Context: an optimization exercise on an open-source flow, tuned for small area, a short achievable clock period and few clock cycles. The choices shown serve that exercise and are no tape-out recipe.
Only simulation tests tie the RTL to the original design; equivalence was not proved.
Power is estimated from default activity; no workload was simulated.

## flow/config.mk

```make
export PLATFORM = sky130hd
export DESIGN_NAME = RISC_V
export DESIGN_NICKNAME = RISC_V
export VERILOG_FILES = /design/flow/design.v
export SDC_FILE = /design/flow/constraint.sdc
export NUM_CORES = 4
export LEC_CHECK = 0
export CAP_MARGIN = 20
export CORE_MARGIN = 2
export CORE_UTILIZATION = 45
export CTS_CLUSTER_DIAMETER = 80
export CTS_CLUSTER_SIZE = 24
export PLACE_DENSITY = 0.6
export SLEW_MARGIN = 20
```

## flow/constraint.sdc

```tcl
create_clock -name core_clock -period 10.0 [get_ports {clk}]
set_input_delay 2.0000 -clock core_clock [delete_from_list [all_inputs] [get_ports {clk}]]
set_output_delay 2.0000 -clock core_clock [all_outputs]
set_load 0.01 [all_outputs]
```

## flow/design.v

```verilog
`timescale 1ns / 1ps
module RISC_V(
    input clk,
    input reset,
    output [31:0] imem_addr,
    input [31:0] imem_data,
    output [31:0] dmem_addr,
    output [31:0] dmem_wdata,
    output dmem_we,
    input [31:0] dmem_rdata
    );
    reg  [9:0]  pc;
    reg         d_valid, d_pred;
    reg  [31:0] d_ins;
    reg  [9:0]  d_pc;
    reg  [9:0]  pc_out;    
    reg  [15:0] bht;
    reg         u_v, u_val;
    reg  [3:0]  u_idx;
    reg         e_rw, e_mr, e_mw, e_ceq, e_clt, e_cltu;
    reg         e_x, e_pb, e_cin, kill;
    reg  [3:0]  e_idx;
    reg  [4:0]  e_rd, e_sh;
    reg  [31:0] e_a, e_b, e_sd;
    reg  [9:0]  e_base, e_off;
    reg         e_sub, e_s_sum, e_s_slt, e_s_sltu, e_s_xor, e_s_or, e_s_and, e_s_sll, e_s_sr, e_arith;
    reg         m_rw, m_mr, m_mw;
    reg  [4:0]  m_rd;
    reg  [31:0] m_res, m_sd;
    reg  [31:0] rf [1:31];
    reg  [31:1] rf_ok;
    wire [31:0] ins = d_ins;
    wire [6:0] op  = ins[6:0];
    wire [4:0] rd  = ins[11:7];
    wire [4:0] rs1 = ins[19:15];
    wire [4:0] rs2 = ins[24:20];
    wire [2:0] f3  = ins[14:12];
    wire is_r  = (op == 7'b0110011);
    wire is_i  = (op == 7'b0010011);
    wire is_lw = (op == 7'b0000011);
    wire is_sw = (op == 7'b0100011);
    wire is_br = (op == 7'b1100011);
    wire use1 = is_r | is_i | is_lw | is_sw | is_br;
    wire use2 = is_r | is_sw | is_br;
    wire wr   = (is_r | is_i | is_lw) & (rd != 5'd0);
    wire bimm = is_i | is_lw | is_sw;
    wire [31:0] imm_i = {{20{ins[31]}}, ins[31:20]};
    wire [31:0] imm_s = {{20{ins[31]}}, ins[31:25], ins[11:7]};
    wire alu_op   = is_r | is_i;
    wire d_sub    = is_r & f3 == 3'b000 & ins[30];
    wire d_s_sum  = (alu_op & f3 == 3'b000) | is_lw | is_sw;
    wire d_s_slt  = alu_op & f3 == 3'b010;
    wire d_s_sltu = alu_op & f3 == 3'b011;
    wire d_s_xor  = alu_op & f3 == 3'b100;
    wire d_s_or   = alu_op & f3 == 3'b110;
    wire d_s_and  = alu_op & f3 == 3'b111;
    wire d_s_sll  = alu_op & f3 == 3'b001;
    wire d_s_sr   = alu_op & f3 == 3'b101;
    wire [31:0] fi = imem_data;
    wire f_isbr  = (fi[6:0] == 7'b1100011);
    wire f_sign  = fi[31];
    wire [5:0] f_up = {fi[7], fi[30:27], f_sign};             
    wire f_short = (f_up == 6'b000000) | (f_up == 6'b111111);
    wire [4:0] f_off = {fi[26:25], fi[11:9]};                  
    wire f_pred  = f_isbr & f_short & (f_sign ^ bht[pc[3:0]]);
    wire [4:0] hi_inc, hi_dec, lo_inc, f_lo;
    wire       lo_c, f_c;
    pfx_add #(5, 3) add_hi (.a(pc[9:5]), .b(5'd0),  .cin(1'b1), .s(hi_inc), .cout());
    pfx_add #(5, 3) add_hd (.a(pc[9:5]), .b(5'h1f), .cin(1'b0), .s(hi_dec), .cout());
    pfx_add #(5, 3) add_lo (.a(pc[4:0]), .b(5'd0),  .cin(1'b1), .s(lo_inc), .cout(lo_c));
    pfx_add #(5, 3) add_ft (.a(pc[4:0]), .b(f_off), .cin(1'b0), .s(f_lo),   .cout(f_c));
    wire [9:0] pc_inc = {lo_c ? hi_inc : pc[9:5], lo_inc};
    wire [4:0] f_hi   = f_sign ? (f_c ? pc[9:5] : hi_dec) : (f_c ? hi_inc : pc[9:5]);
    wire [9:0] f_tgt  = {f_hi, f_lo};
    wire [31:0] res;
    wire [31:0] m_val;
    wire [31:1] okm;
    genvar g;
    generate
        for (g = 1; g < 32; g = g + 1) begin : okg
            assign okm[g] = rf_ok[g] & ~(m_rw & (m_rd == g));
        end
    endgenerate
    wire fa1 = x_rw & (e_rd == rs1);
    wire fb1 = x_rw & (e_rd == rs2);
    wire fam = m_rw & (m_rd == rs1);
    wire fbm = m_rw & (m_rd == rs2);
    reg  [31:0] rf1, rf2;
    integer k;
    always @(*) begin
        rf1 = {32{fam}} & m_val;
        rf2 = {32{fbm}} & m_val;
        for (k = 1; k < 32; k = k + 1) begin
            rf1 = rf1 | ({32{rs1 == k[4:0] && okm[k]}} & rf[k]);
            rf2 = rf2 | ({32{rs2 == k[4:0] && okm[k]}} & rf[k]);
        end
    end
    wire [31:0] fwd_a = fa1 ? res : rf1;
    wire [31:0] fwd_b = fb1 ? res : rf2;
    wire [31:0] op_b  = bimm ? (is_sw ? imm_s : imm_i) : fwd_b;
    wire stall = d_valid & x_mr & x_rw & ((use1 & (e_rd == rs1)) | (use2 & (e_rd == rs2)));
    wire [31:0] opa = e_a;
    wire [31:0] opb = e_b;
    wire [31:0] sum;
    pfx_add #(32, 5) add_alu (.a(opa), .b(opb ^ {32{e_cin}}), .cin(e_cin), .s(sum), .cout());
    wire eq, ltu, lts;
    cmp32 cmp (.a(opa), .b(opb), .eq(eq), .ltu(ltu), .lts(lts));
    wire [4:0]  sh = e_sh;
    wire [31:0] ra = {opa[0], opa[1], opa[2], opa[3], opa[4], opa[5], opa[6], opa[7],
                      opa[8], opa[9], opa[10], opa[11], opa[12], opa[13], opa[14], opa[15],
                      opa[16], opa[17], opa[18], opa[19], opa[20], opa[21], opa[22], opa[23],
                      opa[24], opa[25], opa[26], opa[27], opa[28], opa[29], opa[30], opa[31]};
    wire [31:0] shin = e_s_sll ? ra : opa;
    wire [63:0] shx = {{32{e_arith & opa[31]}}, shin} >> sh;
    wire [31:0] shr = shx[31:0];
    assign shl = {shr[0], shr[1], shr[2], shr[3], shr[4], shr[5], shr[6], shr[7],
                       shr[8], shr[9], shr[10], shr[11], shr[12], shr[13], shr[14], shr[15],
                       shr[16], shr[17], shr[18], shr[19], shr[20], shr[21], shr[22], shr[23],
                       shr[24], shr[25], shr[26], shr[27], shr[28], shr[29], shr[30], shr[31]};
    wire [31:0] shl;
    assign res = ({32{e_s_sum}}  & sum)
               | ({32{e_s_slt}}  & {31'd0, lts})
               | ({32{e_s_sltu}} & {31'd0, ltu})
               | ({32{e_s_xor}}  & (opa ^ opb))
               | ({32{e_s_or}}   & (opa | opb))
               | ({32{e_s_and}}  & (opa & opb))
               | ({32{e_s_sll}}  & shl)
               | ({32{e_s_sr}}   & shr);
    wire mispredict = ~kill & ((e_ceq & (eq ^ e_x)) | (e_clt & (lts ^ e_x)) | (e_cltu & (ltu ^ e_x)));
    wire x_rw = e_rw & ~kill;
    wire x_mr = e_mr & ~kill;
    wire x_mw = e_mw & ~kill;
    wire [9:0] e_alt;
    pfx_add #(10, 4) add_bt (.a(e_base), .b(e_off), .cin(1'b0), .s(e_alt), .cout());
    assign imem_addr  = {20'd0, pc_out, 2'b00};
    assign dmem_addr  = m_res;
    assign dmem_wdata = m_sd;
    assign dmem_we    = m_mw;
    assign m_val = m_mr ? dmem_rdata : m_res;
    wire issue = d_valid & ~stall;
    wire [9:0] d_pc_inc;
    pfx_add #(10, 4) add_di (.a(d_pc), .b(10'd0), .cin(1'b1), .s(d_pc_inc), .cout());
    wire [9:0] pc_next = mispredict ? e_alt : stall ? pc : f_pred ? f_tgt : pc_inc;
    always @(posedge clk or negedge reset) begin
        if (!reset) begin
            pc <= 10'd0;
            d_valid <= 1'b0;
            bht <= 16'd0;
            u_v <= 1'b0;
            kill <= 1'b0;
            e_rw <= 1'b0; e_mr <= 1'b0; e_mw <= 1'b0;
            e_ceq <= 1'b0; e_clt <= 1'b0; e_cltu <= 1'b0;
            m_rw <= 1'b0; m_mr <= 1'b0; m_mw <= 1'b0;
            rf_ok <= 31'd0;
        end else begin
            pc <= pc_next;
            if (mispredict) d_valid <= 1'b0;
            else if (!stall) d_valid <= 1'b1;
            e_rw   <= issue & wr;
            e_mr   <= issue & is_lw;
            e_mw   <= issue & is_sw;
            e_ceq  <= issue & is_br & ~f3[2];
            e_clt  <= issue & is_br & f3[2] & ~f3[1];
            e_cltu <= issue & is_br & f3[2] & f3[1];
            kill <= mispredict;
            m_rw <= x_rw; m_mr <= x_mr; m_mw <= x_mw;
            u_v <= ~kill & (e_ceq | e_clt | e_cltu);
            if (u_v) bht[u_idx] <= u_val;
            if (m_rw) rf_ok[m_rd] <= 1'b1;
        end
    end
    always @(posedge clk) begin
        pc_out <= reset ? pc_next : 10'd0;
        e_rd   <= rd;
        e_a    <= fwd_a;
        e_b    <= op_b;
        e_cin  <= d_sub;
        e_sd   <= fwd_b;
        e_sh   <= (d_s_sll | d_s_sr) ? (bimm ? imm_i[4:0] : fwd_b[4:0]) : 5'd0;
        if (!stall) begin
            d_ins  <= imem_data;
            d_pc   <= pc;
            d_pred <= f_pred;
        end
        e_base <= d_pred ? d_pc_inc : d_pc;
        e_off  <= d_pred ? 10'd0 : {ins[7], ins[30:25], ins[11:9]};
        e_x    <= f3[0] ^ d_pred;
        e_pb   <= d_pred ^ ins[31];
        e_idx  <= d_pc[3:0];
        e_sub  <= d_sub;
        e_s_sum <= d_s_sum; e_s_slt <= d_s_slt; e_s_sltu <= d_s_sltu;
        e_s_xor <= d_s_xor; e_s_or <= d_s_or; e_s_and <= d_s_and;
        e_s_sll <= d_s_sll; e_s_sr <= d_s_sr;
        e_arith <= d_s_sr & ins[30];
        u_idx <= e_idx;
        u_val <= e_pb ^ mispredict;
        m_rd  <= e_rd;
        m_res <= res;
        m_sd  <= e_sd;
        if (m_rw) rf[m_rd] <= m_val;
    end
endmodule
module pfx_add #(parameter W = 32, parameter L = 5) (
    input  [W-1:0] a,
    input  [W-1:0] b,
    input          cin,
    output [W-1:0] s,
    output         cout
    );
    wire [W-1:0] p0 = a ^ b;
    wire [W-1:0] g0 = a & b;
    wire [(L+1)*W-1:0] G, P;
    assign G[W-1:0] = {g0[W-1:1], g0[0] | (p0[0] & cin)};
    assign P[W-1:0] = p0;
    genvar l, i;
    generate
        for (l = 0; l < L; l = l + 1) begin : lvl
            for (i = 0; i < W; i = i + 1) begin : bi
                if ((i >> l) & 1) begin : cm
                    localparam integer J = ((i >> l) << l) - 1;
                    assign G[(l+1)*W+i] = G[l*W+i] | (P[l*W+i] & G[l*W+J]);
                    assign P[(l+1)*W+i] = P[l*W+i] & P[l*W+J];
                end else begin : ps
                    assign G[(l+1)*W+i] = G[l*W+i];
                    assign P[(l+1)*W+i] = P[l*W+i];
                end
            end
        end
    endgenerate
    wire [W-1:0] gc = G[(L+1)*W-1:L*W];
    assign s    = p0 ^ {gc[W-2:0], cin};
    assign cout = gc[W-1];
endmodule
module cmp32 (
    input  [31:0] a,
    input  [31:0] b,
    output        eq,
    output        ltu,
    output        lts
    );
    wire [31:0] e0 = {1'b1, ~(a[30:0] ^ b[30:0])};
    wire [31:0] l0 = {1'b0, ~a[30:0] & b[30:0]};
    wire [15:0] e1, l1;
    wire [7:0]  e2, l2;
    wire [3:0]  e3, l3;
    wire [1:0]  e4, l4;
    genvar i;
    generate
        for (i = 0; i < 16; i = i + 1) begin : t1
            assign e1[i] = e0[2*i+1] & e0[2*i];
            assign l1[i] = l0[2*i+1] | (e0[2*i+1] & l0[2*i]);
        end
        for (i = 0; i < 8; i = i + 1) begin : t2
            assign e2[i] = e1[2*i+1] & e1[2*i];
            assign l2[i] = l1[2*i+1] | (e1[2*i+1] & l1[2*i]);
        end
        for (i = 0; i < 4; i = i + 1) begin : t3
            assign e3[i] = e2[2*i+1] & e2[2*i];
            assign l3[i] = l2[2*i+1] | (e2[2*i+1] & l2[2*i]);
        end
        for (i = 0; i < 2; i = i + 1) begin : t4
            assign e4[i] = e3[2*i+1] & e3[2*i];
            assign l4[i] = l3[2*i+1] | (e3[2*i+1] & l3[2*i]);
        end
    endgenerate
    wire e31 = e4[1] & e4[0];
    wire l31 = l4[1] | (e4[1] & l4[0]);
    wire et  = ~(a[31] ^ b[31]);
    assign eq  = et & e31;
    assign ltu = (~a[31] & b[31]) | (et & l31);
    assign lts = (a[31] & ~b[31]) | (et & l31);
endmodule
```

## flow/flow/run.sh

```bash
#!/bin/bash
# Layout flow: the standard ORFS flow (standard.sh) with these changes,
# made through a config file that includes the standard flow's config.mk:
#  * the full-adder, half-adder and majority cells are kept out of synthesis
#    and repair, so Yosys does not extract the RTL's parallel-prefix adders
#    into ripple chains of fa/ha cells and ABC does not rebuild carry chains
#    out of maj3 cells (the synthesis script and its register mapping are
#    unchanged);
#  * the delay cells (clkdlybuf4s*, dlygate*, dlymetal*) are kept out, so the
#    port buffers and repair use ordinary buffers;
#  * MATCH_CELL_FOOTPRINT=0, so repair may resize a cell to any drive
#    strength, not only to cells of the same width;
#  * timing repair aims at SETUP_SLACK_MARGIN ns (flow/margin.txt) of slack
#    against the design's clock, so repair_timing keeps working below the
#    10 ns period.
# Each tool's output is in flow.log (make) and the ORFS logs under orfs/logs.
set -euo pipefail
HERE=$(pwd)
MARGIN=$(cat flow/margin.txt)
cat > config_own.mk <<EOF2
include $HERE/config.mk
export DONT_USE_CELLS += sky130_fd_sc_hd__fa_1 sky130_fd_sc_hd__fa_2 sky130_fd_sc_hd__fa_4 sky130_fd_sc_hd__ha_1 sky130_fd_sc_hd__ha_2 sky130_fd_sc_hd__ha_4 sky130_fd_sc_hd__maj3_1 sky130_fd_sc_hd__maj3_2 sky130_fd_sc_hd__maj3_4
export DONT_USE_CELLS += sky130_fd_sc_hd__clkdlybuf4s15_1 sky130_fd_sc_hd__clkdlybuf4s15_2 sky130_fd_sc_hd__clkdlybuf4s18_1 sky130_fd_sc_hd__clkdlybuf4s18_2 sky130_fd_sc_hd__clkdlybuf4s25_1 sky130_fd_sc_hd__clkdlybuf4s25_2 sky130_fd_sc_hd__clkdlybuf4s50_1 sky130_fd_sc_hd__clkdlybuf4s50_2 sky130_fd_sc_hd__dlygate4sd1_1 sky130_fd_sc_hd__dlygate4sd2_1 sky130_fd_sc_hd__dlygate4sd3_1 sky130_fd_sc_hd__dlymetal6s2s_1 sky130_fd_sc_hd__dlymetal6s4s_1 sky130_fd_sc_hd__dlymetal6s6s_1
export SETUP_SLACK_MARGIN = $MARGIN
EOF2
sed "s#DESIGN_CONFIG=[^ ]*#DESIGN_CONFIG=$HERE/config_own.mk#" standard.sh > standard_own.sh
bash standard_own.sh MATCH_CELL_FOOTPRINT=0 finish > flow.log 2>&1
```

## flow/flow/margin.txt

```
6.8
```

## flow/standard.sh

```bash
#!/bin/bash
# synth_recipe.tcl (not shown) runs the flow's synth.tcl, then flattens the netlist and writes it again
# the make line also repeats each setting of config.mk as NAME=value (left out here)
make -C /OpenROAD-flow-scripts/flow DESIGN_CONFIG=/design/flow/config.mk WORK_HOME=/design/flow/orfs CLKGATE_MAP_FILE= SYNTH_SCRIPT=/design/flow/synth_recipe.tcl "${@:-finish}"
```

==> run notes, run 1 <==
status -> complete, no violations
initial core utilization -> 0.453
Remaining Overflow, GRT -> 0
flops & latches, synth -> 1,330
combinational fraction of design power -> 0.057
CP max stage cell -> or4_4
critical path required time -> 10.62 ns
pin count of the biggest net entering global routing -> 64
critical path's top delay family -> simple AND/OR/NAND/NOR gates
Peak VDD IR -> 0.118 mV
slowest cell delay on critical path -> 0.54 ns
1st-pass router iterations -> 17
global-route wire length before repair -> 393,000 um
mean area per synthesized cell -> 12.8 sq um
placed cell areas -> 63,200 sq um
async set-or-reset flop fraction in the synthesized netlist -> 0.0519
CTS Buffer Depth -> 3
Startpoint Class -> input pin
IO Port Bufs -> 140
CTS Sinks -> 1,330
PwrDens -> 146 nW/um^2
cts-stage hold buffer count -> 0
P_leak -> 23.7 nW
Die Y -> 370 um
Period minus WS final -> 3.49 ns
RSZ-0062 raised after global routing -> yes
total wire length -> 302,000 um
drt initial violations -> 13,500
HPWL Detailed -> 170,000 um
nets@finish -> 5,141
Residual DRC -> 0
worst setup path startpoint -> imem_data[29]
Hold Path Class -> register to register
CP Class -> input pin to register
total core area -> 133,000 sq um
r2r setup slk -> 6.55 ns
Seq pwr share -> 0.590
die width -> 370 um
I/O Pins -> 163
CTS tree -> yes
Hold Fails Final Rpt -> 0
Skew-Pair Late Insertion Delay -> 0.75 ns
die footprint -> 137,000 sq um
H-Tree Depth -> 3
Clock power frac -> 0.353
Worst Path Buf+Inv -> 3
final instance area -> 71,600 sq um
Area Overhead vs Synth -> 18.5%
HP Start -> e_sd[30]
routed vias/inst -> 7.81
Routed WL per cell -> 43.7 um
Vias -> 54,000
crit path DAT -> 4.11 ns
Clock transition at path regs -> 0.10 ns
Max Clock Skew -> 0.0523 ns
Max Transition Viols Final -> 0
gr usage total -> 0.416
synthesized cell area -> 60,400 sq um
vias in the first global route -> 48,100
Final Setup Violations -> 0
final weighted congestion in routability-driven placement -> 1.04
antenna violations before repair -> 24
commonest non-fill, non-tap cell in the layout -> edfxtp_1
fmax -> 0.287 GHz
sequential area share after synthesis -> 0.618
Final period util -> 0.349
Gate Count Post-Synth -> 4,721
Rows -> 134
Worst-Margin Slew -> 1.31 ns
crit end category -> register
cell mode on critical path -> buf_6
Post-synth EDFFs -> 1,035
antenna viol nets, final -> 0
Int Pwr -> 7.93 mW
post-synthesis cell type count -> 115
final hold slack -> 0.328 ns
Sw Ratio -> 0.242
critical-path cell list -> buf_6, or4_4, nor3_4, a31oi_2, nor4_4, buf_6, inv_6, o311a_1, xor2_1, mux2_4, and2_1
Worst Path Max Fanout -> 5
NetSw -> 2.53 mW
Post-synth top flop -> edfxtp_1
TritonCTS Buffers -> 77
max-cap viol count -> 0
layout cells sized above 1 -> 0.247
most frequent cells in the layout -> edfxtp_1 (1,035), a22oi_1 (478), buf_1 (217)
Max-slew headroom -> 0.124
setup_tns -> 0 ns
worst reg2reg startpoint -> m_rw
clk root buf -> clkbuf_16
warnings from Yosys -> 1
[path summary, 6_finish.rpt]
path | cells after the start | endpoint
hold reg to reg | 0 | m_sd[30]
hold / removal | 0 | m_sd[30]
max in group asynchronous | 2 | m_rw
setup reg to reg | 8 | rf[10][20]
setup / recovery | 11 | pc_out[9]
min in group asynchronous | 1 | pc[6]
[flip-flops by register name, indices dropped and copies added, names as in the netlist, 16 cells and up]
name   count
d_ins     32
e_a       32
e_sd      32
e_b       32
rf       992
bht       16
m_sd      32
rf_ok     31
m_res     32
[through the flow]
| stage | total power [mW] | util | std cells | setup slack (ns) |
|---|---|---|---|---|
| after floorplan | 6.60 | - | 4742 | 5.96 |
| final | 10.5 | 0.537 | 6915 | 6.51 |
| after global placement | 6.77 | 0.474 | 6425 | 5.04 |
| after CTS | 10.4 | 0.515 | 6696 | 6.56 |
| after detailed placement | 6.78 | 0.474 | 6428 | 5.06 |
| after global routing | 10.7 | 0.537 | 6901 | 6.48 |
[what timing repair did]
action	in CTS	in global routing
buffers inserted	133	177
cloned	2	16
setup endpoints to repair	577	240
pin swaps	71	118
resized for setup	707	471
[layer usage]
| metal | GRT usage | wire, um | up-vias |
|---|---|---|---|
| li1 | - | - | 19800 |
| met1 | 0.504 | 97300 | 26000 |
| met2 | 0.581 | 120000 | 6111 |
| met3 | 0.204 | 55000 | 1972 |
| met4 | 0.268 | 28900 | 44 |
| met5 | 0.0448 | 1020 | - |
[cell families after synthesis]
group	share of synthesized area
DFF	0.618
other	0.0000621
buffers and inverters	0.0333
AOI/OAI and AO/OA	0.197
xor gates and xnor gates	0.0194
and+or+nand+nor	0.0902
muxes	0.0423
[final cells by class]
| class | instances | area, sq um |
|---|---|---|
| Inverter | 77 | 309 |
| Antenna cell | 18 | 45.0 |
| Multi-Input combinational cell | 2950 | 24000 |
| Tap cell | 1768 | 2210 |
| Clock buffer | 98 | 2120 |
| Fill cell | 10900 | 61700 |
| Sequential cell | 1330 | 37600 |
| Clock inverter | 35 | 473 |
| Timing Repair Buffer | 638 | 4790 |
| Timing Repair inverter | 1 | 7.51 |
[power groups by stage]
stage | clock [mW] | sequential (mW) | combinational [mW]
after CTS | 3.67 | 6.17 | 0.548
after global placement | 0 | 6.30 | 0.461
after floorplan | 0 | 6.23 | 0.371
final | 3.69 | 6.17 | 0.595
after detailed placement | 0 | 6.31 | 0.470
after global routing | 3.87 | 6.19 | 0.637
[synthesized netlist by cell type, types with 51 or more instances]
cell type	count	area [sq um]
inv_1	75	282
nand3_1	106	531
a222oi_1	64	641
xnor2_1	81	709
dfrtp_1	69	1730
nand2b_1	51	319
nand2_1	233	875
edfxtp_1	1035	31100
nor3_1	124	621
mux2_2	87	980
nand4_1	152	951
dfxtp_1	226	4520
nor2_1	168	631
a221oi_1	234	2050
a21oi_1	143	716
clkbuf_1	270	1010
mux2i_1	58	581
o21ai_0	113	566
a22oi_1	488	3660
a22o_1	201	1760
Testbench counts, summed over its fixed seeds: cycles 21,701.
==> inputs of run 2 (changes only) <==
--- a/flow/config.mk
+++ b/flow/config.mk
@@ -9,6 +9,4 @@
 export CORE_MARGIN = 2
 export CORE_UTILIZATION = 45
-export CTS_CLUSTER_DIAMETER = 80
-export CTS_CLUSTER_SIZE = 24
 export PLACE_DENSITY = 0.6
 export SLEW_MARGIN = 20
==> run notes, run 2 <==
Period minus WS final -> 3.43 ns (-0.0557 ns)
ranking of synthesized cells by area -> edfxtp_1 (51%), dfxtp_1 (7.5%), a22oi_1 (6.1%), a221oi_1 (3.4%), a22o_1 (2.9%)
Residual DRC -> 0 (unchanged)
Rows -> 134 (unchanged)
setup_tns -> 0 ns (unchanged)
P_leak -> 24.5 nW (+3.2%)
initial core utilization -> 0.453 (unchanged)
Seq pwr share -> 0.521 (-0.069)
Max Clock Skew -> 0.0503 ns (-0.00194 ns)
routed vias/inst -> 7.75 (-0.81%)
vias in the first global route -> 48,800 (+1.4%)
PwrDens -> 162 nW/um^2 (+11%)
total core area -> 133,000 sq um (unchanged)
critical-path cell list -> buf_6, buf_1, nor4b_4, nand2_2, nand2_1, nor4_2, buf_4, a22o_1, a221oi_1, nand4_1, nor3_4, a21oi_1
HPWL Detailed -> 170,000 um (unchanged)
CP Class -> register to register
fmax -> 0.291 GHz (+1.6%)
Remaining Overflow, GRT -> 0 (unchanged)
status -> complete, no violations
global-route wire length before repair -> 396,000 um (+0.87%)
max-cap viol count -> 0 (unchanged)
top cell type's share of synthesized area -> 0.514 (unchanged)
antenna violations before repair -> 28 (+17%)
Gate Count Post-Synth -> 4,721 (unchanged)
Clock transition at path regs -> 0.07 ns (-0.03 ns)
drt initial violations -> 13,500 (-0.25%)
NetSw -> 2.75 mW (+9.0%)
1st-pass router iterations -> 14 (-3)
sequential area share after synthesis -> 0.618 (unchanged)
Clock power frac -> 0.427 (+0.074)
CTS tree -> yes
Util after Layout -> 0.549 (+0.0117)
RSZ-0062 raised after global routing -> yes
post-synthesis cell type count -> 115 (unchanged)
CTS Buffer Depth -> 3 (unchanged)
Vias -> 54,300 (+0.61%)
Final period util -> 0.343 (-0.00557)
Peak VDD IR -> 0.145 mV (+23%)
Int Pwr -> 9.10 mW (+15%)
Worst-Margin Slew -> 1.33 ns (+0.0142 ns)
clk root buf -> clkbuf_16
Area Overhead vs Synth -> 21.1%
Setup WS pre-CTS -> 5.06 ns (unchanged)
Max-slew headroom -> 0.113 (-0.0104)
die footprint -> 137,000 sq um (unchanged)
Die Y -> 370 um (unchanged)
Hold Path Class -> register to register
slack of the critical path -> 6.57 ns (+0.0557 ns)
synthesized cell area -> 60,400 sq um (unchanged)
mean area per synthesized cell -> 12.8 sq um (unchanged)
nets@finish -> 5,179 (+0.74%)
Final Setup Violations -> 0 (unchanged)
layout cells sized above 1 -> 0.253 (+0.00512)
flops & latches, synth -> 1,330 (unchanged)
met3 routed WL -> 54,300 um (-1.2%)
critical path required time -> 10.66 ns (+0.04 ns)
Post-synth top flop -> edfxtp_1
top sig layer -> met5
antenna viol nets, final -> 0 (unchanged)
H-Tree Depth -> 4 (+1)
met1 WL -> 97,300 um (about the same)
TritonCTS Buffers -> 141 (+83%)
gr usage total -> 0.420 (+0.00461)
commonest non-fill, non-tap cell in the layout -> edfxtp_1
max reg flops -> 992 (unchanged)
pin count of the biggest net entering global routing -> 64 (unchanged)
Routed WL per cell -> 43.0 um (-1.6%)
CTS Sinks -> 1,330 (unchanged)
combinational fraction of design power -> 0.052 (-0.005)
total wire length -> 301,000 um (-0.20%)
crit end category -> register
top-count cell post-synth -> edfxtp_1
final weighted congestion in routability-driven placement -> 1.04 (unchanged)
die width -> 370 um (unchanged)
Largest Register -> rf
most frequent cells in the layout -> edfxtp_1 (1,035), a22oi_1 (480), nand2_1 (213)
Worst Path Max Fanout -> 25 (+20)
slowest cell delay on critical path -> 0.51 ns (-0.03 ns)
list of most frequent post-synthesis cells -> edfxtp_1 (1,035), a22oi_1 (488), clkbuf_1 (270)
IO Port Bufs -> 140 (unchanged)
Startpoint Class -> register
I/O Pins -> 163 (unchanged)
Max Transition Viols Final -> 0 (unchanged)
CP max stage cell -> a221oi_1
Post-synth EDFFs -> 1,035 (unchanged)
post-synth top area cell -> edfxtp_1
met2 WL -> 120,000 um (+0.10%)
Sw Ratio -> 0.232 (-0.00948)
Skew-Pair Late Insertion Delay -> 0.82 ns (+0.07 ns)
crit path DAT -> 4.09 ns (-0.02 ns)
warnings from Yosys -> 1 (unchanged)
async set-or-reset flop fraction in the synthesized netlist -> 0.0519 (unchanged)
Hold Fails Final Rpt -> 0 (unchanged)
[run 2: cell counts after synthesis]
No cell type changed its count.
[run 2: cell families after synthesis]
kind of cell / count (synthesis) / share of synthesized area
AO/OA/AOI/OAI: 1544 / 0.197
XOR/XNOR: 132 / 0.0194
multiplexers: 189 / 0.0423
AND/OR/NAND/NOR: 1057 / 0.0902
flip-flops: 1330 / 0.618
other: 1 / 0.0000621
buffers and inverters: 468 / 0.0333
[run 2: area by class of cell]
type / count / area (sq um)
timing repair buffer: 616 / 4810
antenna: 19 / 47.5
inverter: 77 / 309
multi-input combinational: 2946 / 23800
timing repair inverter: 1 / 7.51
sequential: 1330 / 37700
clock buffer: 178 / 3750
clock inverter: 79 / 578
fill: 10900 / 60100
tap: 1768 / 2210
[run 2: worst paths after layout]
| check | end | slack, ns | cells past startpoint | start |
|---|---|---|---|---|
| worst max-delay path | e_a[3] | 6.57 | 12 | m_rw |
| worst min-delay path | m_sd[30] | 0.32 | 0 | e_sd[30] |
| worst max register to register | e_a[3] | 6.57 | 12 | m_rw |
| worst min register to register | m_sd[30] | 0.32 | 0 | e_sd[30] |
| max in group asynchronous | m_rw | 7.53 | 2 | reset |
| min in group asynchronous | bht[13] | 1.35 | 1 | reset |
[run 2: power by group through the flow]
stage | clock [mW] | combinational, mW | sequential (mW)
2_1_floorplan | 0 | 0.371 | 6.23
3_5_place_dp | 0 | 0.470 | 6.31
6_report | 5.06 | 0.620 | 6.18
4_1_cts | 5.05 | 0.566 | 6.17
5_1_grt | 5.27 | 0.667 | 6.19
3_3_place_gp | 0 | 0.461 | 6.30
[run 2: worst max-delay path, delay by kind of cell (launching register included)]
| family | cells | cell delay, ns |
|---|---|---|
| DFF | 1 | 0.37 |
| AOI/OAI and AO/OA | 3 | 0.90 |
| and+or+nand+nor | 6 | 1.35 |
| buffers and inverters | 3 | 0.60 |
[run 2: metal layers]
metal | vias to the layer above | GRT usage
met5 | - | 0.0255
met1 | 26200 | 0.508
met4 | 43 | 0.280
met3 | 2075 | 0.211
met2 | 6069 | 0.583
li1 | 20000 | -
[run 2: repair_timing]
item | in CTS | in global routing
resized for setup | 773 | 435
cloned | 2 | 10
pin swaps | 76 | 111
buffers inserted | 159 | 132
setup endpoints to repair | 587 | 279
hold buffers | 0 | 0
[run 2: stage by stage]
| stage | power, mW | cell area [sq um] | hold WS, ns | std cells |
|---|---|---|---|---|
| after floorplan | 6.60 | 60700 | 0.310 | 4742 |
| after global placement | 6.77 | 63200 | 0.310 | 6425 |
| after detailed placement | 6.78 | 63200 | 0.312 | 6428 |
| after CTS | 11.8 | 70500 | 0.322 | 6846 |
| after global routing | 12.1 | 73100 | 0.326 | 6999 |
| final | 11.9 | 73200 | 0.316 | 7014 |
==> inputs of run 3 (changes only) <==
--- a/flow/design.v
+++ b/flow/design.v
@@ -24,5 +24,5 @@
     reg  [31:0] e_a, e_b, e_sd;
     reg  [9:0]  e_base, e_off;
-    reg         e_sub, e_s_sum, e_s_slt, e_s_sltu, e_s_xor, e_s_or, e_s_and, e_s_sll, e_s_sr, e_arith;
+    reg         e_s_sum, e_s_slt, e_s_sltu, e_s_xor, e_s_or, e_s_and, e_s_sll, e_s_sr, e_arith;
     reg         m_rw, m_mr, m_mw;
     reg  [4:0]  m_rd;
@@ -97,4 +97,11 @@
     end
     wire [31:0] fwd_a = fa1 ? res : rf1;
+    wire [31:0] fwd_ar;
+    genvar r;
+    generate
+        for (r = 0; r < 32; r = r + 1) begin : rev
+            assign fwd_ar[r] = fwd_a[31-r];
+        end
+    endgenerate
     wire [31:0] fwd_b = fb1 ? res : rf2;
     wire [31:0] op_b  = bimm ? (is_sw ? imm_s : imm_i) : fwd_b;
@@ -107,10 +114,5 @@
     cmp32 cmp (.a(opa), .b(opb), .eq(eq), .ltu(ltu), .lts(lts));
     wire [4:0]  sh = e_sh;
-    wire [31:0] ra = {opa[0], opa[1], opa[2], opa[3], opa[4], opa[5], opa[6], opa[7],
-                      opa[8], opa[9], opa[10], opa[11], opa[12], opa[13], opa[14], opa[15],
-                      opa[16], opa[17], opa[18], opa[19], opa[20], opa[21], opa[22], opa[23],
-                      opa[24], opa[25], opa[26], opa[27], opa[28], opa[29], opa[30], opa[31]};
-    wire [31:0] shin = e_s_sll ? ra : opa;
-    wire [63:0] shx = {{32{e_arith & opa[31]}}, shin} >> sh;
+    wire [63:0] shx = {{32{e_arith & opa[31]}}, opa} >> sh;
     wire [31:0] shr = shx[31:0];
     assign shl = {shr[0], shr[1], shr[2], shr[3], shr[4], shr[5], shr[6], shr[7],
@@ -173,5 +175,5 @@
         pc_out <= reset ? pc_next : 10'd0;
         e_rd   <= rd;
-        e_a    <= fwd_a;
+        e_a    <= d_s_sll ? fwd_ar : fwd_a;
         e_b    <= op_b;
         e_cin  <= d_sub;
@@ -188,5 +190,4 @@
         e_pb   <= d_pred ^ ins[31];
         e_idx  <= d_pc[3:0];
-        e_sub  <= d_sub;
         e_s_sum <= d_s_sum; e_s_slt <= d_s_slt; e_s_sltu <= d_s_sltu;
         e_s_xor <= d_s_xor; e_s_or <= d_s_or; e_s_and <= d_s_and;
==> run notes, run 3 <==
Clock transition at path regs -> 0.07 ns (about the same)
vias in the first global route -> 50,100 (+2.7%)
Int Pwr -> 9.35 mW (+2.7%)
I/O Pins -> 163 (unchanged)
critical-path cell list -> buf_2, nand4b_1, buf_1, o21ai_2, nor3_2, buf_12, a22o_1, a221oi_2, nand4_1, nor3_2, nand4_1, o21ai_2, mux2i_1
antenna viol nets, final -> 0 (unchanged)
Worst Path Buf+Inv -> 3 (unchanged)
async set-or-reset flop fraction in the synthesized netlist -> 0.0519 (unchanged)
ranking of synthesized cells by area -> edfxtp_1 (52%), dfxtp_1 (7.5%), a22oi_1 (5.8%), a221oi_1 (3.6%), a22o_1 (2.9%)
Worst-Margin Slew -> 1.36 ns (+0.0336 ns)
antenna violations before repair -> 19 (-32%)
layout cells sized above 1 -> 0.278 (+0.0259)
main combinational cell family by area after synthesis -> compound AO/OA/AOI/OAI gates
placed insts -> 6,519 (+1.4%)
max-cap viol count -> 0 (unchanged)
most frequent cells in the layout -> edfxtp_1 (1,035), a22oi_1 (452), buf_1 (233)
Gate Count Post-Synth -> 4,796 (+1.6%)
top-count cell post-synth -> edfxtp_1
Hold Path Class -> register to register
synthesized cell area -> 60,300 sq um (-0.12%)
cts-stage hold buffer count -> 0 (unchanged)
total power -> 12.2 mW (+3.2%)
RSZ-0062 raised after global routing -> yes
PwrDens -> 163 nW/um^2 (+0.41%)
commonest non-fill, non-tap cell in the layout -> edfxtp_1
status -> complete, no violations
Routed WL per cell -> 43.5 um (+1.2%)
routed vias/inst -> 7.70 (-0.64%)
Clock power frac -> 0.436 (+0.009)
1st-pass router iterations -> 14 (unchanged)
top cell type's share of synthesized area -> 0.515 (+0.000608)
post-synth top area cell -> edfxtp_1
CP Class -> register to register
die width -> 370 um (about the same)
Startpoint Class -> register
TritonCTS Buffers -> 143 (+1.4%)
Multi-input gate area -> 25,000 sq um (+4.9%)
sequential area share after synthesis -> 0.619 (+0.000730)
mux contribution to synthesized area -> 0.0392 (-0.00314)
setup_tns -> 0 ns (unchanged)
post-synthesis cell type count -> 97 (-16%)
crit end category -> register
nets@finish -> 5,340 (+3.1%)
CP max stage cell -> nand4_1
NetSw -> 2.89 mW (+4.8%)
Sw Ratio -> 0.236 (+0.00359)
H-Tree Depth -> 4 (unchanged)
Residual DRC -> 0 (unchanged)
# fillers -> 10,800 (-0.56%)
drt initial violations -> 13,400 (-1.0%)
Max Clock Skew -> 0.0452 ns (-0.00516 ns)
Adder-Cell Fraction of Synth Area -> 0 (unchanged)
slowest cell delay on critical path -> 0.62 ns (+0.11 ns)
critical path required time -> 10.65 ns (about the same)
flops & latches, synth -> 1,330 (unchanged)
fmax -> 0.279 GHz (-4.2%)
warnings from Yosys -> 1 (unchanged)
Vias -> 55,300 (+1.7%)
HPWL Detailed -> 173,000 um (+2.1%)
Post-synth EDFFs -> 1,035 (unchanged)
Post-synth top flop -> edfxtp_1
Rows -> 134 (unchanged)
Seq pwr share -> 0.507 (-0.014)
pin count of the biggest net entering global routing -> 63 (-1.6%)
final weighted congestion in routability-driven placement -> 0.989 (-4.9%)
Remaining Overflow, GRT -> 0 (unchanged)
Worst Path Max Fanout -> 26 (+4.0%)
Hold Fails Final Rpt -> 0 (unchanged)
register area -> 37,600 sq um (-0.13%)
CTS Buffer Depth -> 3 (unchanged)
initial core utilization -> 0.453 (-0.000535)
Largest Register -> rf
mean area per synthesized cell -> 12.6 sq um (-1.7%)
crit path DAT -> 4.23 ns (+0.14 ns)
gr usage total -> 0.432 (+0.0114)
Final Setup Violations -> 0 (unchanged)
clk root buf -> clkbuf_16
Final period util -> 0.358 (+0.0151)
CTS Sinks -> 1,330 (unchanged)
Max-slew headroom -> 0.0836 (-0.0298)
die footprint -> 137,000 sq um (-0.12%)
list of most frequent post-synthesis cells -> edfxtp_1 (1,035), a22oi_1 (465), clkbuf_1 (277)
P_leak -> 25.0 nW (+2.2%)
Area Overhead vs Synth -> 24.7%
Final Non-Filler Cells -> 7,178 (+2.3%)
CTS tree -> yes
Die Y -> 370 um (about the same)
Skew-Pair Late Insertion Delay -> 0.83 ns (about the same)
max reg flops -> 992 (unchanged)
Max Transition Viols Final -> 0 (unchanged)
global-route wire length before repair -> 407,000 um (+2.8%)
IO Port Bufs -> 140 (unchanged)
critical path's top delay family -> simple AND/OR/NAND/NOR gates
combinational fraction of design power -> 0.057 (+0.005)
Period minus WS final -> 3.58 ns (+0.151 ns)
post-synthesis xor/xnor area fraction -> 0.0209 (+0.00156)
Synth Area in Compound Gates -> 0.195 (-0.00219)
total wire length -> 312,000 um (+3.6%)
total core area -> 133,000 sq um (unchanged)
Simple-Gate Fraction of Synth Area -> 0.0952 (+0.00504)
Peak VDD IR -> 0.173 mV (+19%)
run 3: final timing paths:
| path | end | cells past startpoint | startpoint | slack [ns] |
|---|---|---|---|---|
| max | e_a[13] | 13 | m_rw | 6.42 |
| max reg2reg | e_a[13] | 13 | m_rw | 6.42 |
| min in group asynchronous | pc[0] | 1 | reset | 1.33 |
| max in group asynchronous | m_rw | 2 | reset | 7.46 |
| min reg2reg | m_sd[12] | 0 | e_sd[12] | 0.32 |
| min | m_sd[12] | 0 | e_sd[12] | 0.32 |
run 3: final cells by class:
class,count,area share
tap,1768,0.0294
sequential,1330,0.500
inverter,74,0.00419
clock buffer,188,0.0525
antenna,19,0.000632
timing repair inverter,3,0.000333
clock inverter,74,0.00906
timing repair buffer,693,0.0722
multi-input combinational,3029,0.332
run 3: cells by family after synthesis:
family	after synthesis
other	1
muxes	193
buffers and inverters	463
xor gates and xnor gates	141
AOI/OAI and AO/OA	1547
DFF	1330
and+or+nand+nor	1121
run 3: power groups by stage:
stage	Combinational, mW	Sequential (mW)	Clock, mW
floorplan	0.391	6.24	0
global placement	0.515	6.32	0
detailed placement	0.522	6.32	0
CTS	0.632	6.20	5.31
global route	0.747	6.22	5.53
finish	0.699	6.20	5.34
run 3: timing repair:
action / CTS / global route
pin swaps: 131 / 147
setup buffers: 198 / 159
gates resized for setup: 1097 / 439
endpoints found under the setup margin: 749 / 300
cloned: 8 / 11
run 3: stage by stage:
| step | worst slack, ns | utilization | hold slack (ns) | cell area (sq um) |
|---|---|---|---|---|
| after floorplan | 5.84 | - | 0.310 | 60700 |
| after global placement | 4.80 | 0.475 | 0.313 | 63400 |
| after detailed placement | 4.88 | 0.476 | 0.313 | 63400 |
| after CTS | 6.48 | 0.544 | 0.317 | 72500 |
| after global routing | 6.44 | 0.564 | 0.324 | 75200 |
| final | 6.42 | 0.564 | 0.317 | 75200 |
run 3: layer usage:
layer	GRT usage	vias to the layer above	part of all wire
met2	0.607	6111	0.40
met5	0.0206	-	0.0030
met1	0.502	26500	0.32
met3	0.210	2187	0.17
met4	0.331	34	0.11
li1	-	20400	-
Testbench counts of run 3, summed over its fixed seeds: cycles 21,701.
==> inputs of run 4 (changes only) <==
--- a/flow/config.mk
+++ b/flow/config.mk
@@ -9,4 +9,6 @@
 export CORE_MARGIN = 2
 export CORE_UTILIZATION = 45
+export CTS_CLUSTER_DIAMETER = 80
+export CTS_CLUSTER_SIZE = 24
 export PLACE_DENSITY = 0.6
 export SLEW_MARGIN = 20
==> run notes, run 4 <==
status -> complete, no violations
Final Setup Violations -> 0 (unchanged)
global-route wire length before repair -> 410,000 um (+0.54%)
Die Y -> 370 um (unchanged)
r2r setup slk -> 6.34 ns (-0.08 ns)
Max Clock Skew -> 0.0548 ns (+0.00959 ns)
post-synth top area cell -> edfxtp_1
cell mode on critical path -> nor3_2
Vias -> 54,900 (-0.67%)
TritonCTS Buffers -> 77 (-46%)
CTS Buffer Depth -> 3 (unchanged)
Adder-Cell Fraction of Synth Area -> 0 (unchanged)
post-synthesis cell type count -> 97 (unchanged)
Synth Area in Compound Gates -> 0.195 (unchanged)
routed vias/inst -> 7.78 (+1.1%)
crit path DAT -> 4.25 ns (+0.02 ns)
fmax -> 0.273 GHz (-2.1%)
gr usage total -> 0.434 (+0.00267)
Clock transition at path regs -> 0.09 ns (+0.02 ns)
Skew-Pair Late Insertion Delay -> 0.76 ns (-0.07 ns)
main combinational cell family by area after synthesis -> compound AO/OA/AOI/OAI gates
PwrDens -> 145 nW/um^2 (-11%)
flops & latches, synth -> 1,330 (unchanged)
max reg flops -> 992 (unchanged)
Worst Path Max Fanout -> 32 (+23%)
die footprint -> 137,000 sq um (unchanged)
critical-path cell list -> buf_1, buf_4, nand4bb_4, buf_2, o21ai_4, nor3_2, buf_6, a222oi_1, nand3_1, nor3_2, nand4_1, o21ai_2, mux2i_1
warnings from Yosys -> 1 (unchanged)
sequential area share after synthesis -> 0.619 (unchanged)
HPWL Detailed -> 173,000 um (unchanged)
worst setup path startpoint -> m_rw
Residual DRC -> 0 (unchanged)
Final period util -> 0.366 (+0.00759)
CTS Sinks -> 1,330 (unchanged)
pin count of the biggest net entering global routing -> 63 (unchanged)
async set-or-reset flop fraction in the synthesized netlist -> 0.0519 (unchanged)
CP max stage cell -> nand4_1
total core area -> 133,000 sq um (unchanged)
final instance area -> 73,000 sq um (-2.9%)
Max Transition Viols Final -> 0 (unchanged)
I/O Pins -> 163 (unchanged)
Routed WL per cell -> 43.9 um (+0.96%)
crit end category -> register
commonest non-fill, non-tap cell in the layout -> edfxtp_1
H-Tree Depth -> 3 (-1)
nets@finish -> 5,273 (-1.3%)
antenna violations before repair -> 26 (+7)
Post-synth top flop -> edfxtp_1
mux contribution to synthesized area -> 0.0392 (unchanged)
top-count cell post-synth -> edfxtp_1
reg2reg end -> e_a[18]
Worst-Margin Slew -> 1.37 ns (+0.00720 ns)
Period minus WS final -> 3.66 ns (+0.0759 ns)
Max-slew headroom -> 0.0787 (-0.00485)
P_leak -> 24.0 nW (-4.0%)
Simple-Gate Fraction of Synth Area -> 0.0952 (unchanged)
Peak VDD IR -> 0.138 mV (-20%)
critical path capture point -> e_a[18]
drt initial violations -> 13,100 (-1.9%)
Hold Path Class -> register to register
Largest Register -> rf
max-cap viol count -> 0 (unchanged)
setup_tns -> 0 ns (unchanged)
Gate Count Post-Synth -> 4,796 (unchanged)
Util after Layout -> 0.548 (-0.0164)
Rows -> 134 (unchanged)
Remaining Overflow, GRT -> 0 (unchanged)
clk root buf -> clkbuf_16
critical path required time -> 10.59 ns (-0.06 ns)
Post-synth EDFFs -> 1,035 (unchanged)
ranking of synthesized cells by area -> edfxtp_1 (52%), dfxtp_1 (7.5%), a22oi_1 (5.8%), a221oi_1 (3.6%), a22o_1 (2.9%)
RSZ-0062 raised after global routing -> yes
die width -> 370 um (unchanged)
vias in the first global route -> 49,800 (-0.50%)
most frequent cells in the layout -> edfxtp_1 (1,035), a22oi_1 (452), buf_1 (234)
Register-to-Register Path Depth -> 13 (unchanged)
Startpoint Class -> register
final weighted congestion in routability-driven placement -> 0.989 (unchanged)
IO Port Bufs -> 140 (unchanged)
list of most frequent post-synthesis cells -> edfxtp_1 (1,035), a22oi_1 (465), clkbuf_1 (277)
cts-stage hold buffer count -> 0 (unchanged)
post-synthesis xor/xnor area fraction -> 0.0209 (unchanged)
CP Class -> register to register
1st-pass router iterations -> 15 (+1)
total wire length -> 310,000 um (-0.81%)
initial core utilization -> 0.453 (unchanged)
CTS tree -> yes
slowest cell delay on critical path -> 0.62 ns (about the same)
placed cell areas -> 63,400 sq um (unchanged)
worst reg2reg startpoint -> m_rw
layout cells sized above 1 -> 0.267 (-0.0118)
mean area per synthesized cell -> 12.6 sq um (unchanged)
synthesized cell area -> 60,300 sq um (unchanged)
Hold Fails Final Rpt -> 0 (unchanged)
Area Overhead vs Synth -> 21.0%
antenna viol nets, final -> 0 (unchanged)
top cell type's share of synthesized area -> 0.515 (unchanged)
-- run 4: changes by cell type in the layout (fill, tap and decap cells not counted), moves of 6 or more --
cell,change
buf_4,+12
buf_6,-21
clkbuf_1,-15
clkbuf_16,-71
clkinv_1,-24
clkinv_2,-18
clkinv_8,+7
clkinvlp_4,-6
dfxtp_1,+6
dfxtp_4,-6
-- run 4: repair_timing --
item | in CTS | in global routing
pin swaps | 163 | 124
setup buffers | 249 | 104
resized for setup | 1136 | 335
setup endpoints to repair | 733 | 249
gates cloned | 13 | 8
-- run 4: worst min path at each step --
stage	slack, ns	depth (start not counted)	startpoint	to
floorplan	0.31	0	e_sd[0]	m_sd[0]
global placement	0.31	0	e_sd[27]	m_sd[27]
detailed placement	0.31	0	e_sd[16]	m_sd[16]
CTS	0.33	0	e_sd[21]	m_sd[21]
global route	0.34	0	e_sd[16]	m_sd[16]
finish	0.33	0	e_sd[16]	m_sd[16]
-- run 4: power by group --
part	internal [mW]	total (mW)	switching, mW
sequential	6.02	6.20	0.178
clock	1.63	3.69	2.05
combinational	0.319	0.706	0.387
total	7.97	10.6	2.62
-- run 4: kinds of logic after synthesis --
family | after synthesis
DFF | 1330
AOI/OAI and AO/OA | 1547
buffers and inverters | 463
muxes | 193
and+or+nand+nor | 1121
xor gates and xnor gates | 141
other | 1
-- run 4: metrics by stage --
| step | instances | worst slack [ns] | total power, mW | hold slack [ns] |
|---|---|---|---|---|
| final | 7052 | 6.34 | 10.6 | 0.330 |
| after detailed placement | 6519 | 4.88 | 6.84 | 0.313 |
| after CTS | 6916 | 6.42 | 10.5 | 0.330 |
| after global routing | 7033 | 6.35 | 10.8 | 0.337 |
| after floorplan | 4817 | 5.84 | 6.63 | 0.310 |
| after global placement | 6517 | 4.80 | 6.83 | 0.313 |
-- run 4: metal layers --
layer / vias to the layer above / wire, um / part of all wire / track usage
met4: 41 / 32500 / 0.10 / 0.335
met1: 26400 / 97800 / 0.32 / 0.507
met3: 2073 / 53900 / 0.17 / 0.208
li1: 20200 / - / - / -
met2: 6148 / 125000 / 0.40 / 0.610
met5: - / 660 / 0.0021 / 0.0231
-- run 4: worst max-delay path: cells and delay by family (launching register included) --
kind                   cells  cell delay (ns)
muxes                      1             0.10
DFF                        1             0.42
buffers and inverters      4             0.82
AOI/OAI and AO/OA          3             0.97
and+or+nand+nor            5             1.16
-- run 4: layout make-up --
cell class	count	area, sq um
clock buffers	99	2070
inverters	74	320
diodes	21	52.6
clock inverters	36	541
flip-flops and latches	1330	37600
well taps	1768	2210
multi-input cells	3032	25000
repair inverters	3	25.0
repair buffers	689	5230
fillers	11000	60300

port drivers added, routing unchanged:
No port has a modelled driver above. Below, the same layouts with a new extraction and two added sets of constraints. Step 1, drivers: a clkbuf_16 drives clk and a buf_2 each remaining input, both assumed. Step 2 adds t to the input delays and takes it off the output delays; t is the mean of the earliest and latest rising clock arrival at the registers after step 1. Input paths then give back, and output paths get back, about the clock's delay inside the block. Three values: ideal, step 1, step 2; two values: the first two.
run	t (ns)	setup slack, ns	worst data-port slew with drivers (ns)	pins driven straight from the clock port
run 1	0.800	6.513 / 6.553 / 5.755	0.07	1
run 2	0.870	6.569 / 6.494 / 5.787	0.07	1
run 3	0.889	6.418 / 6.418 / 5.677	0.06	1
run 4	0.816	6.342 / 6.342 / 5.683	0.06	1
After both steps setup and hold are still met in every run listed. For run 2, which loses most, drivers alone change the setup slack by -0.075 ns; drivers and shift together by -0.782 ns.
